Context: an optimization exercise on an open-source flow, tuned for small area. The choices shown serve that exercise and are no tape-out recipe.
RTL that was checked went through simulation tests only; none was proved equivalent to the original.
No activity file was given, so power comes from the tool's default toggle rates.

==> try-yarrow <==
Design morse_top, start of the top module:
module morse_top(
    input clk,                  
    input rst,                  
    input enable,               
    input EN,                   
    input [63:0] store,         
    input long_key,             
    input short_key,            
    input send_decoder,         
    input back_space_decoder,   
    input reset,                
    output [14:0] Y_led,
    output error_out_of_length,
    output error_character,
    output error_decode,
    output [7:0] seg_bit_selection,
    output [7:0] seg_selection
);
==> module decoder, before the edit <==
module decoder(
    input clk,
    input rst,           
    input en,            
    input long_key,
    input short_key,
    input send,
    input back_space,
    input reset,
    input wr,            
    output reg [14:0] Y_led,
    output reg error_out_of_length,
    output error_character,
    output reg error_decode,
    output reg [3:0] cnt_character,
    output reg [5:0] code,
    output reg pend
);
reg [1:0] extra;
reg [2:0] k_long, k_short, k_back, k_send;
reg [3:0] k_reset;
wire full = error_out_of_length;
assign error_character = cnt_character[3];
wire h_long  = long_key & (&k_long);
wire h_short = short_key & (&k_short);
wire h_back  = back_space & (&k_back);
wire h_send  = send & (&k_send);
wire h_reset = k_reset[3] | (reset & (&k_reset[2:0]));
wire a_long  = h_long;
wire a_short = ~h_long & h_short;
wire a_back  = ~h_long & ~h_short & h_back;
wire a_send  = ~h_long & ~h_short & ~h_back & h_send;
wire a_reset = ~h_long & ~h_short & ~h_back & ~h_send & h_reset;
wire a_any   = h_long | h_short | h_back | h_send | h_reset;
wire [15:0] z;
assign z[15] = 1'b1;
genvar g;
generate
    for (g = 0; g < 15; g = g + 1) begin : g_z
        assign z[g] = z[g + 1] & ~Y_led[g];
    end
endgenerate
wire [14:0] at;
assign at[0] = z[0];
assign at[1] = 1'b0;
generate
    for (g = 2; g < 15; g = g + 1) begin : g_at
        assign at[g] = Y_led[g - 2] & z[g - 1];
    end
endgenerate
wire [16:0] last;
assign last[13:0] = {14{~full}} & at[13:0];
assign last[14] = full ? (~Y_led[14] & ~Y_led[13]) : at[14];
assign last[15] = full & ~Y_led[14] & Y_led[13];
assign last[16] = full & Y_led[14];
wire empty = ~full & z[0];
localparam [63:0] CODE_OK = 64'hd101808b3fd7fffc;
wire code_ok = CODE_OK[code];
wire send_ok = ~cnt_character[3] & ~empty & (extra == 2'd0) & code_ok;
wire push_long  = a_long & ~full & ~at[14];
wire push_short = a_short & ~full;
wire push = push_long | push_short;
wire pop  = a_back & ~empty;
reg [14:0] y_n;
integer i;
always @(*)
    for (i = 0; i < 15; i = i + 1)
        y_n[i] = (Y_led[i] & ~(a_send | a_reset) & ~(a_back & (last[i + 2] | last[i + 3])))
               | (push_long & (at[i] | (i > 0 ? at[i - 1] : 1'b0)))
               | (push_short & at[i]);
always @(posedge clk)
if (rst) begin
    Y_led <= 15'd0;
    error_out_of_length <= 1'b0;
    cnt_character <= 4'd0;
    error_decode <= 1'b0;
    code <= 6'd1;
    extra <= 2'd0;
    pend <= 1'b0;
    k_long <= 3'd0;
    k_short <= 3'd0;
    k_back <= 3'd0;
    k_send <= 3'd0;
    k_reset <= 4'd0;
end else begin
    if (wr) begin
        pend <= 1'b0;
        code <= 6'd1;
    end
    if (en) begin
        error_decode <= 1'b0;
        Y_led <= y_n;
        if (a_long)
            error_out_of_length <= full | at[12] | at[13] | at[14];
        else if (a_short)
            error_out_of_length <= full | at[13] | at[14];
        else if (a_any)
            error_out_of_length <= 1'b0;
        k_long  <= a_any ? 3'd0 : k_long + long_key;
        k_short <= a_any ? 3'd0 : k_short + short_key;
        k_back  <= a_any ? 3'd0 : k_back + back_space;
        k_send  <= a_any ? 3'd0 : k_send + send;
        k_reset <= (a_any & ~a_long) ? 4'd0 : k_reset + (reset & ~k_reset[3]);
        if (a_reset || (a_send && !send_ok)) begin
            code <= 6'd1;
            extra <= 2'd0;
        end else if (push) begin
            if (pend)
                code <= {5'b00001, a_long};
            else if (code[5] || extra != 2'd0)
                extra <= extra + 2'd1;
            else
                code <= {code[4:0], a_long};
        end else if (pop) begin
            if (extra != 2'd0)
                extra <= extra - 2'd1;
            else
                code <= {1'b0, code[5:1]};
        end
        if (a_send) begin
            if (send_ok) begin
                cnt_character <= cnt_character + 4'd1;
                pend <= 1'b1;
            end else if (!cnt_character[3])
                error_decode <= 1'b1;
        end
        if (a_reset) begin
            cnt_character <= 4'd0;
            pend <= 1'b0;
        end
    end
end
endmodule
Settings: LEC_CHECK=0, ABC_AREA=1, CAP_MARGIN=20, CORE_MARGIN=2, CORE_UTILIZATION=40, SLEW_MARGIN=20, BUFFER_PORTS_ARGS=-buffer_cell sky130_fd_sc_hd__buf_1, CTS_ARGS=-sink_clustering_enable -repair_clock_nets -dont_use_dummy_load -buf_list {sky130_fd_sc_hd__clkbuf_2 sky130_fd_sc_hd__clkbuf_4 sky130_fd_sc_hd__clkbuf_8}; clock period 20.0 ns.
standard.sh (not shown) runs the stock make flow with config.mk's settings and CLKGATE_MAP_FILE= SYNTH_SCRIPT=/design/flow/synth_recipe.tcl, a recipe that flattens the netlist after the stock synthesis.
==> flow/flow/run.sh <==
#!/bin/bash
# The standard layout, with smaller port buffers and a leaner clock tree:
# every port still gets its own buffer (buf_1 instead of clkdlybuf4s50_1),
# and CTS builds from small clock buffers without dummy loads.
set -euo pipefail
cat >> config.mk <<'EOC'
export BUFFER_PORTS_ARGS = -buffer_cell sky130_fd_sc_hd__buf_1
export CTS_ARGS = -sink_clustering_enable -repair_clock_nets -dont_use_dummy_load -buf_list {sky130_fd_sc_hd__clkbuf_2 sky130_fd_sc_hd__clkbuf_4 sky130_fd_sc_hd__clkbuf_8}
EOC
bash standard.sh finish > make_finish.log 2>&1
==> try-garnet (differences from try-yarrow) <==
--- a/flow/design.v
+++ b/flow/design.v
@@ -11,5 +11,5 @@
     input wr,            
     output reg [14:0] Y_led,
-    output reg error_out_of_length,
+    output error_out_of_length,
     output error_character,
     output reg error_decode,
@@ -18,8 +18,9 @@
     output reg pend
 );
+reg [3:0] cnt_code;
 reg [1:0] extra;
 reg [2:0] k_long, k_short, k_back, k_send;
 reg [3:0] k_reset;
-wire full = error_out_of_length;
+assign error_out_of_length = &cnt_code;
 assign error_character = cnt_character[3];
 wire h_long  = long_key & (&k_long);
@@ -34,44 +35,68 @@
 wire a_reset = ~h_long & ~h_short & ~h_back & ~h_send & h_reset;
 wire a_any   = h_long | h_short | h_back | h_send | h_reset;
-wire [15:0] z;
-assign z[15] = 1'b1;
-genvar g;
-generate
-    for (g = 0; g < 15; g = g + 1) begin : g_z
-        assign z[g] = z[g + 1] & ~Y_led[g];
-    end
-endgenerate
-wire [14:0] at;
-assign at[0] = z[0];
-assign at[1] = 1'b0;
-generate
-    for (g = 2; g < 15; g = g + 1) begin : g_at
-        assign at[g] = Y_led[g - 2] & z[g - 1];
-    end
-endgenerate
-wire [16:0] last;
-assign last[13:0] = {14{~full}} & at[13:0];
-assign last[14] = full ? (~Y_led[14] & ~Y_led[13]) : at[14];
-assign last[15] = full & ~Y_led[14] & Y_led[13];
-assign last[16] = full & Y_led[14];
-wire empty = ~full & z[0];
 localparam [63:0] CODE_OK = 64'hd101808b3fd7fffc;
 wire code_ok = CODE_OK[code];
-wire send_ok = ~cnt_character[3] & ~empty & (extra == 2'd0) & code_ok;
-wire push_long  = a_long & ~full & ~at[14];
-wire push_short = a_short & ~full;
-wire push = push_long | push_short;
-wire pop  = a_back & ~empty;
+wire send_ok = ~cnt_character[3] & (cnt_code != 4'd0) & (extra == 2'd0) & code_ok;
 reg [14:0] y_n;
+reg [3:0] c_n;
+reg push, pop, clr;
 integer i;
-always @(*)
-    for (i = 0; i < 15; i = i + 1)
-        y_n[i] = (Y_led[i] & ~(a_send | a_reset) & ~(a_back & (last[i + 2] | last[i + 3])))
-               | (push_long & (at[i] | (i > 0 ? at[i - 1] : 1'b0)))
-               | (push_short & at[i]);
+always @(*) begin
+    y_n = Y_led;
+    c_n = cnt_code;
+    push = 1'b0;
+    pop = 1'b0;
+    clr = 1'b0;
+    if (a_long) begin
+        if (cnt_code <= 4'd13) begin
+            for (i = 0; i < 15; i = i + 1)
+                if (i == cnt_code || i == cnt_code + 1) y_n[i] = 1'b1;
+            c_n = (cnt_code >= 4'd12) ? 4'd15 : cnt_code + 4'd3;
+            push = 1'b1;
+        end else
+            c_n = 4'd15;
+    end else if (a_short) begin
+        if (cnt_code <= 4'd14) begin
+            for (i = 0; i < 15; i = i + 1)
+                if (i == cnt_code) y_n[i] = 1'b1;
+            c_n = (cnt_code >= 4'd13) ? 4'd15 : cnt_code + 4'd2;
+            push = 1'b1;
+        end
+    end else if (a_back) begin
+        if (cnt_code == 4'd15) begin
+            pop = 1'b1;
+            if (Y_led[14] && Y_led[13]) begin
+                y_n[14] = 1'b0; y_n[13] = 1'b0; c_n = 4'd13;
+            end else if (Y_led[14]) begin
+                y_n[14] = 1'b0; c_n = 4'd14;
+            end else if (Y_led[13] && Y_led[12]) begin
+                y_n[13] = 1'b0; y_n[12] = 1'b0; c_n = 4'd12;
+            end else if (Y_led[13]) begin
+                y_n[13] = 1'b0; c_n = 4'd13;
+            end else if (Y_led[12] && !Y_led[11]) begin
+                y_n[12] = 1'b0; c_n = 4'd12;
+            end else if (Y_led[12]) begin
+                y_n[12] = 1'b0; y_n[11] = 1'b0; c_n = 4'd11;
+            end
+        end else if (cnt_code > 4'd2) begin
+            pop = 1'b1;
+            for (i = 0; i < 15; i = i + 1)
+                if (i + 2 == cnt_code || i + 3 == cnt_code) y_n[i] = 1'b0;
+            c_n = Y_led[cnt_code - 4'd3] ? cnt_code - 4'd3 : cnt_code - 4'd2;
+        end else begin
+            y_n = 15'd0;
+            c_n = 4'd0;
+            clr = 1'b1;
+        end
+    end else if (a_send || a_reset) begin
+        y_n = 15'd0;
+        c_n = 4'd0;
+        clr = ~(a_send & send_ok);
+    end
+end
 always @(posedge clk)
 if (rst) begin
     Y_led <= 15'd0;
-    error_out_of_length <= 1'b0;
+    cnt_code <= 4'd0;
     cnt_character <= 4'd0;
     error_decode <= 1'b0;
@@ -92,10 +117,5 @@
         error_decode <= 1'b0;
         Y_led <= y_n;
-        if (a_long)
-            error_out_of_length <= full | at[12] | at[13] | at[14];
-        else if (a_short)
-            error_out_of_length <= full | at[13] | at[14];
-        else if (a_any)
-            error_out_of_length <= 1'b0;
+        cnt_code <= c_n;
         k_long  <= a_any ? 3'd0 : k_long + long_key;
         k_short <= a_any ? 3'd0 : k_short + short_key;
@@ -103,5 +123,5 @@
         k_send  <= a_any ? 3'd0 : k_send + send;
         k_reset <= (a_any & ~a_long) ? 4'd0 : k_reset + (reset & ~k_reset[3]);
-        if (a_reset || (a_send && !send_ok)) begin
+        if (clr) begin
             code <= 6'd1;
             extra <= 2'd0;
==> flow/run.sh (new file) <==
#!/bin/bash
# synth_recipe.tcl (not shown) runs the flow's synth.tcl, then flattens the netlist and writes it again
# the make line also repeats each setting of config.mk as NAME=value (left out here)
make -C /OpenROAD-flow-scripts/flow DESIGN_CONFIG=/design/flow/config.mk WORK_HOME=/design/flow/orfs CLKGATE_MAP_FILE= SYNTH_SCRIPT=/design/flow/synth_recipe.tcl finish
BUFFER_PORTS_ARGS = default   (was -buffer_cell sky130_fd_sc_hd__buf_1)
CTS_ARGS = default   (was -sink_clustering_enable -repair_clock_nets -dont_use_dummy_load -buf_list {sky130_fd_sc_hd__clkbuf_2 sky130_fd_sc_hd__clkbuf_4 sky130_fd_sc_hd__clkbuf_8})
removed: flow/flow/run.sh
removed: flow/standard.sh
==> notes.md <==
- try-yarrow passed the timing, DRC and antenna checks. try-garnet ran to the end with no violations.
- Between try-yarrow and try-garnet, the lower via count is in try-yarrow (gap 14%, measured against try-garnet).
- Between try-yarrow and try-garnet, the lower utilization is in try-yarrow (gap 5.3 points).
- Against try-yarrow, the sequential power of try-garnet is higher by about 2%.
- In try-yarrow the non-clock buffer count is higher than in try-garnet, by 2.
- Between try-yarrow and try-garnet, the lower routed wire length is in try-yarrow (gap about 18%, measured against try-garnet).
- Power: try-garnet is larger than try-yarrow (49%).
- Against try-yarrow, the count of clock-buffer cells in the layout of try-garnet is higher by 8.
For try-yarrow, only the layout was checked, not whether the RTL still works.

---

==> inputs of v16 <==
morse_top, a different RTL version from the one above (not shown whole).
export LEC_CHECK = 0
export ABC_AREA = 1
export CAP_MARGIN = 20
export CORE_MARGIN = 2
export CORE_UTILIZATION = 55
export SLEW_MARGIN = 20
export BUFFER_PORTS_ARGS = -buffer_cell sky130_fd_sc_hd__buf_1
export CTS_ARGS = -sink_clustering_enable -repair_clock_nets -dont_use_dummy_load -sink_clustering_size 12 -sink_clustering_max_diameter 60 -buf_list {sky130_fd_sc_hd__clkbuf_4 sky130_fd_sc_hd__clkbuf_8 sky130_fd_sc_hd__clkbuf_16}
create_clock -name core_clock -period 20.0 [get_ports {clk}]
==> flow/flow/run.sh <==
#!/bin/bash
# The standard layout (standard.sh, unchanged synthesis), with smaller port
# buffers and a leaner clock tree: every port still gets its own buffer
# (buf_1 instead of clkdlybuf4s50_1), and CTS builds the tree from small
# clock buffers in small clusters, without dummy loads.
# make's full output goes to make_finish.log; each ORFS step also keeps its
# own log under orfs/logs/.
set -euo pipefail
cat >> config.mk <<'EOC'
export BUFFER_PORTS_ARGS = -buffer_cell sky130_fd_sc_hd__buf_1
export CTS_ARGS = -sink_clustering_enable -repair_clock_nets -dont_use_dummy_load -sink_clustering_size 12 -sink_clustering_max_diameter 60 -buf_list {sky130_fd_sc_hd__clkbuf_4 sky130_fd_sc_hd__clkbuf_8 sky130_fd_sc_hd__clkbuf_16}
EOC
bash standard.sh finish > make_finish.log 2>&1
==> v21 (differences from v16) <==
==> flow/flow/run.sh (replaced) <==
#!/bin/bash
# Layout flow: the standard flow (standard.sh), with three changes.
#  1. After the standard synthesis, its logic (everything but the flip-flops,
#     which keep their cells and names) is optimised again by ABC with a
#     stronger script (flow/abc.script) and mapped onto the same library;
#     the netlist then goes through the rest of the standard flow.
#  2. Every port still gets its own buffer, a buf_1 instead of clkdlybuf4s50_1.
#  3. CTS builds the tree from small clock buffers in small clusters,
#     without dummy loads.
# Each tool's full output goes to a log here: make_synth.log, resynth.log,
# make_finish.log (ORFS also keeps each step's log under orfs/logs/).
set -euo pipefail
cat >> config.mk <<'EOC'
export BUFFER_PORTS_ARGS = -buffer_cell sky130_fd_sc_hd__buf_1
export CTS_ARGS = -sink_clustering_enable -repair_clock_nets -dont_use_dummy_load -sink_clustering_size 8 -sink_clustering_max_diameter 30 -buf_list {sky130_fd_sc_hd__clkbuf_4 sky130_fd_sc_hd__clkbuf_8}
EOC
bash standard.sh synth > make_synth.log 2>&1

RES=orfs/results/${FLOW_PLATFORM}/morse_top/base
LIB=${FLOW_HOME}/platforms/${FLOW_PLATFORM}/lib/sky130_fd_sc_hd__tt_025C_1v80.lib
YOSYS=yosys
if [[ -x ${FLOW_HOME}/../tools/install/yosys/bin/yosys ]]; then
  YOSYS=${FLOW_HOME}/../tools/install/yosys/bin/yosys
fi
DONT_USE=""
for c in $(sed -n 's/^export DONT_USE_CELLS += *//p; /^ *sky130_fd_sc_hd__/p' ${FLOW_HOME}/platforms/${FLOW_PLATFORM}/config.mk | tr -d '\\'); do
  DONT_USE="$DONT_USE -dont_use $c"
done
cp ${RES}/1_2_yosys.v standard_1_2_yosys.v
${YOSYS} -l resynth.log -p "
read_liberty -ignore_miss_func ${LIB}
blackbox sky130_fd_sc_hd__dfxtp_1
read_verilog standard_1_2_yosys.v
hierarchy -top ${FLOW_TOP}
flatten
opt -purge
techmap
opt -fast -purge
abc -script flow/abc.script -liberty ${LIB} ${DONT_USE}
setundef -zero
splitnets
opt_clean -purge
hilomap -singleton -hicell sky130_fd_sc_hd__conb_1 HI -locell sky130_fd_sc_hd__conb_1 LO
insbuf -buf sky130_fd_sc_hd__buf_4 A X
write_verilog -noattr -nohex -nodec resynth_1_2_yosys.v
tee -o resynth_stat.txt stat -liberty ${LIB}
" > /dev/null
cp resynth_1_2_yosys.v ${RES}/1_2_yosys.v
rm -f ${RES}/1_synth.odb ${RES}/1_synth.sdc
bash standard.sh finish > make_finish.log 2>&1
==> flow/flow/abc.script (new file) <==
strash
&get -n
&deepsyn -T 120
&put
&get -n
&dch -f
&nf -R 1000
&put
topo
dnsize -c
Settings changed: CTS_ARGS -sink_clustering_enable -repair_clock_nets -dont_use_dummy_load -sink_clustering_size 12 -sink_clustering_max_diameter 60 -buf_list {sky130_fd_sc_hd__clkbuf_4 sky130_fd_sc_hd__clkbuf_8 sky130_fd_sc_hd__clkbuf_16} to -sink_clustering_enable -repair_clock_nets -dont_use_dummy_load -sink_clustering_size 8 -sink_clustering_max_diameter 30 -buf_list {sky130_fd_sc_hd__clkbuf_4 sky130_fd_sc_hd__clkbuf_8}.
==> v13 (differences from v16) <==
==> flow/flow/run.sh (replaced) <==
#!/bin/bash
# Layout flow: the standard flow (standard.sh), with three changes.
#  1. Synthesis: the standard synthesis runs first.  Then its logic is made
#     again four ways, each keeping the standard synthesis's flip-flops (same
#     names, same cells):
#       std_deep0  the standard netlist's logic re-optimised by ABC
#                  (flow/abc_deep0.script),
#       rtl_deep0, rtl_deep2, rtl_nf
#                  design.v synthesised by Yosys as the standard synthesis
#                  does (synth -flatten -nofsm -noshare, registers renamed
#                  after their wires), its logic mapped by ABC with
#                  flow/abc_deep0.script, abc_deep2.script or abc_nf.script.
#     A candidate whose flip-flop names differ from the standard netlist's is
#     dropped; of the rest, the netlist with the smallest cell area goes on
#     through the rest of the standard flow (resynth_choice.txt says which).
#  2. Every port still gets its own buffer, a buf_1 instead of clkdlybuf4s50_1.
#  3. CTS builds the tree from small clock buffers, without dummy loads.
# Each tool's full output goes to a log here: make_synth.log, <candidate>.log,
# make_finish.log (ORFS also keeps each step's log under orfs/logs/).
set -euo pipefail
cat >> config.mk <<'EOC'
export BUFFER_PORTS_ARGS = -buffer_cell sky130_fd_sc_hd__buf_1
export CTS_ARGS = -sink_clustering_enable -repair_clock_nets -dont_use_dummy_load -sink_clustering_size 12 -sink_clustering_max_diameter 60 -buf_list {sky130_fd_sc_hd__clkbuf_4 sky130_fd_sc_hd__clkbuf_8 sky130_fd_sc_hd__clkbuf_16}
EOC
bash standard.sh synth > make_synth.log 2>&1

RES=orfs/results/${FLOW_PLATFORM}/morse_top/base
LIB=${FLOW_HOME}/platforms/${FLOW_PLATFORM}/lib/sky130_fd_sc_hd__tt_025C_1v80.lib
YOSYS=yosys
if [[ -x ${FLOW_HOME}/../tools/install/yosys/bin/yosys ]]; then
  YOSYS=${FLOW_HOME}/../tools/install/yosys/bin/yosys
fi
DONT_USE=""
for c in $(sed -n 's/^export DONT_USE_CELLS += *//p; /^ *sky130_fd_sc_hd__/p' ${FLOW_HOME}/platforms/${FLOW_PLATFORM}/config.mk | tr -d '\\'); do
  DONT_USE="$DONT_USE -dont_use $c"
done
cp ${RES}/1_2_yosys.v standard_1_2_yosys.v
FINISH="setundef -zero
splitnets
opt_clean -purge
hilomap -singleton -hicell sky130_fd_sc_hd__conb_1 HI -locell sky130_fd_sc_hd__conb_1 LO
insbuf -buf sky130_fd_sc_hd__buf_4 A X
rename -hide w:*\$func\$*
write_verilog -noattr -nohex -nodec"

# $1 candidate name, $2 ABC script
from_standard() {
  ${YOSYS} -l $1.log -p "
read_liberty -ignore_miss_func ${LIB}
blackbox sky130_fd_sc_hd__dfxtp_1
read_verilog standard_1_2_yosys.v
hierarchy -top ${FLOW_TOP}
flatten
opt -purge
techmap
opt -fast -purge
abc -script $2 -liberty ${LIB} ${DONT_USE}
${FINISH} $1.v
tee -o $1_stat.txt stat -liberty ${LIB}
" > /dev/null || true
}
from_rtl() {
  ${YOSYS} -l $1.log -p "
read_verilog -sv ${FLOW_DESIGN}
hierarchy -top ${FLOW_TOP}
synth -top ${FLOW_TOP} -flatten -nofsm -noshare
rename -wire
opt_clean -purge
dfflibmap -liberty ${LIB} ${DONT_USE}
abc -script $2 -liberty ${LIB} ${DONT_USE}
${FINISH} $1.v
tee -o $1_stat.txt stat -liberty ${LIB}
" > /dev/null || true
}
from_standard std_deep0 flow/abc_deep0.script &
from_rtl rtl_deep0 flow/abc_deep0.script &
from_rtl rtl_deep2 flow/abc_deep2.script &
from_rtl rtl_nf flow/abc_nf.script &
wait

flops() { grep -E '^ *sky130_fd_sc_hd__df' "$1" | awk '{print $1, $2}' | sort; }
flops standard_1_2_yosys.v > flops_standard.txt
best=""
best_area=""
for c in std_deep0 rtl_deep0 rtl_deep2 rtl_nf; do
  a=""
  if [[ -f $c.v && -f ${c}_stat.txt ]]; then
    a=$(sed -n 's/.*Chip area for module.*: *//p' ${c}_stat.txt | head -1)
    flops $c.v > flops_$c.txt
    if ! cmp -s flops_standard.txt flops_$c.txt; then
      echo "$c: flip-flops differ from the standard synthesis, dropped" >> resynth_choice.txt
      continue
    fi
  fi
  echo "$c: ${a:-failed}" >> resynth_choice.txt
  if [[ -n "$a" ]] && { [[ -z "$best" ]] || awk -v a="$a" -v b="$best_area" 'BEGIN{exit !(a < b)}'; }; then
    best=$c
    best_area=$a
  fi
done
if [[ -n "$best" ]]; then
  echo "chosen: $best ($best_area)" >> resynth_choice.txt
  cp $best.v ${RES}/1_2_yosys.v
  rm -f ${RES}/1_synth.odb ${RES}/1_synth.sdc
else
  echo "chosen: standard synthesis" >> resynth_choice.txt
fi
bash standard.sh finish > make_finish.log 2>&1
==> flow/flow/abc_deep0.script (new file) <==
strash
&get -n
&deepsyn -T 150
&put
&get -n
&dch -f
&nf -R 1000
&put
topo
dnsize -c
==> flow/flow/abc_deep2.script (new file) <==
strash
&get -n
&deepsyn -T 150 -S 2
&put
&get -n
&dch -f
&nf -R 1000
&put
topo
dnsize -c
==> flow/flow/abc_nf.script (new file) <==
strash
dc2
balance
 rewrite
 refactor
 balance
 rewrite
 rewrite -z
 balance
 refactor -z
 rewrite -z
 balance
&get -n
&dch -f
&nf -R 1000
&put
topo
dnsize -c
==> qor summary <==
Int Power: v16 285 uW; v21 281 uW; v13 282 uW
Final cycle utilization of the critical path: v16 47.5%; v21 49.3%; v13 48.3%
Wire length on met2: v16 6580 um; v21 5410 um; v13 5430 um
Top fanout value on the critical path: v16 9; v21 9; v13 18
Transition at the pin with the smallest max-transition slack: v16 1020 ps; v21 946 ps; v13 946 ps
First-pass detailed-route iteration total: v16 5; v21 5; v13 7
Worst slack at placement: v16 10,470 ps; v21 10,100 ps; v13 10,340 ps
Outcome: v16 no timing/DRC/antenna violations; v21 no timing/DRC/antenna violations; v13 no timing/DRC/antenna violations
Area of the placeable core: v16 10,400 um^2; v21 8680 um^2; v13 8640 um^2
Site row count: v16 37; v21 34; v13 34
Post-Synthesis Cell Area: v16 5890 um^2; v21 4920 um^2; v13 4850 um^2
Via count of the first global-routing pass: v16 5,227; v21 4,408; v13 4,412
Post-route core utilization: v16 62.4%; v21 62.9%; v13 63.9%
Number of vias after detailed routing: v16 5,754; v21 4,713; v13 4,818
Cell Pwr Density: v16 59.6 nW/um^2; v21 67.8 nW/um^2; v13 67.9 nW/um^2
Worst hold start: v16 u_seg_tube.ring[15]; v21 u_seg_tube.ring[41]; v13 u_seg_tube.ring[11]
Seq group: v16 230 uW; v21 227 uW; v13 228 uW

==> static timing again, ports no longer ideal <==
No port has a modelled driver above. Below, the same layouts with a new extraction and two added sets of constraints.
Step 1, drivers: a clkbuf_16 drives clk and a buf_2 each remaining input, both assumed.
Step 2 also shifts input and output timing later by t, the mid clock arrival at the registers, as if the neighbouring blocks saw the same clock.
Slacks: no drivers / after step 1 / after step 2; pairs: no drivers / after step 1.
run | shift t [ns] | setup WS [ns] | worst setup path after step 2 | slew at the worst register clock pin (ns)
try-yarrow | 0.414 | 9.808 / 9.786 / 9.786 | input to output | 0.12 / 0.12
try-garnet | 0.456 | 9.186 / 9.164 / 9.164 | input to output | 0.06 / 0.06
v16 | 0.385 | 10.508 / 10.486 / 10.486 | input to output | 0.11 / 0.11
v21 | 0.376 | 10.145 / 10.119 / 10.119 | input to output | 0.12 / 0.12
v13 | 0.373 | 10.332 / 10.313 / 10.313 | input to output | 0.12 / 0.12
After both steps every run listed still meets setup and hold. The setup slack of v21, which loses most, moves by -0.026 ns with the drivers and by -0.026 ns with both steps.
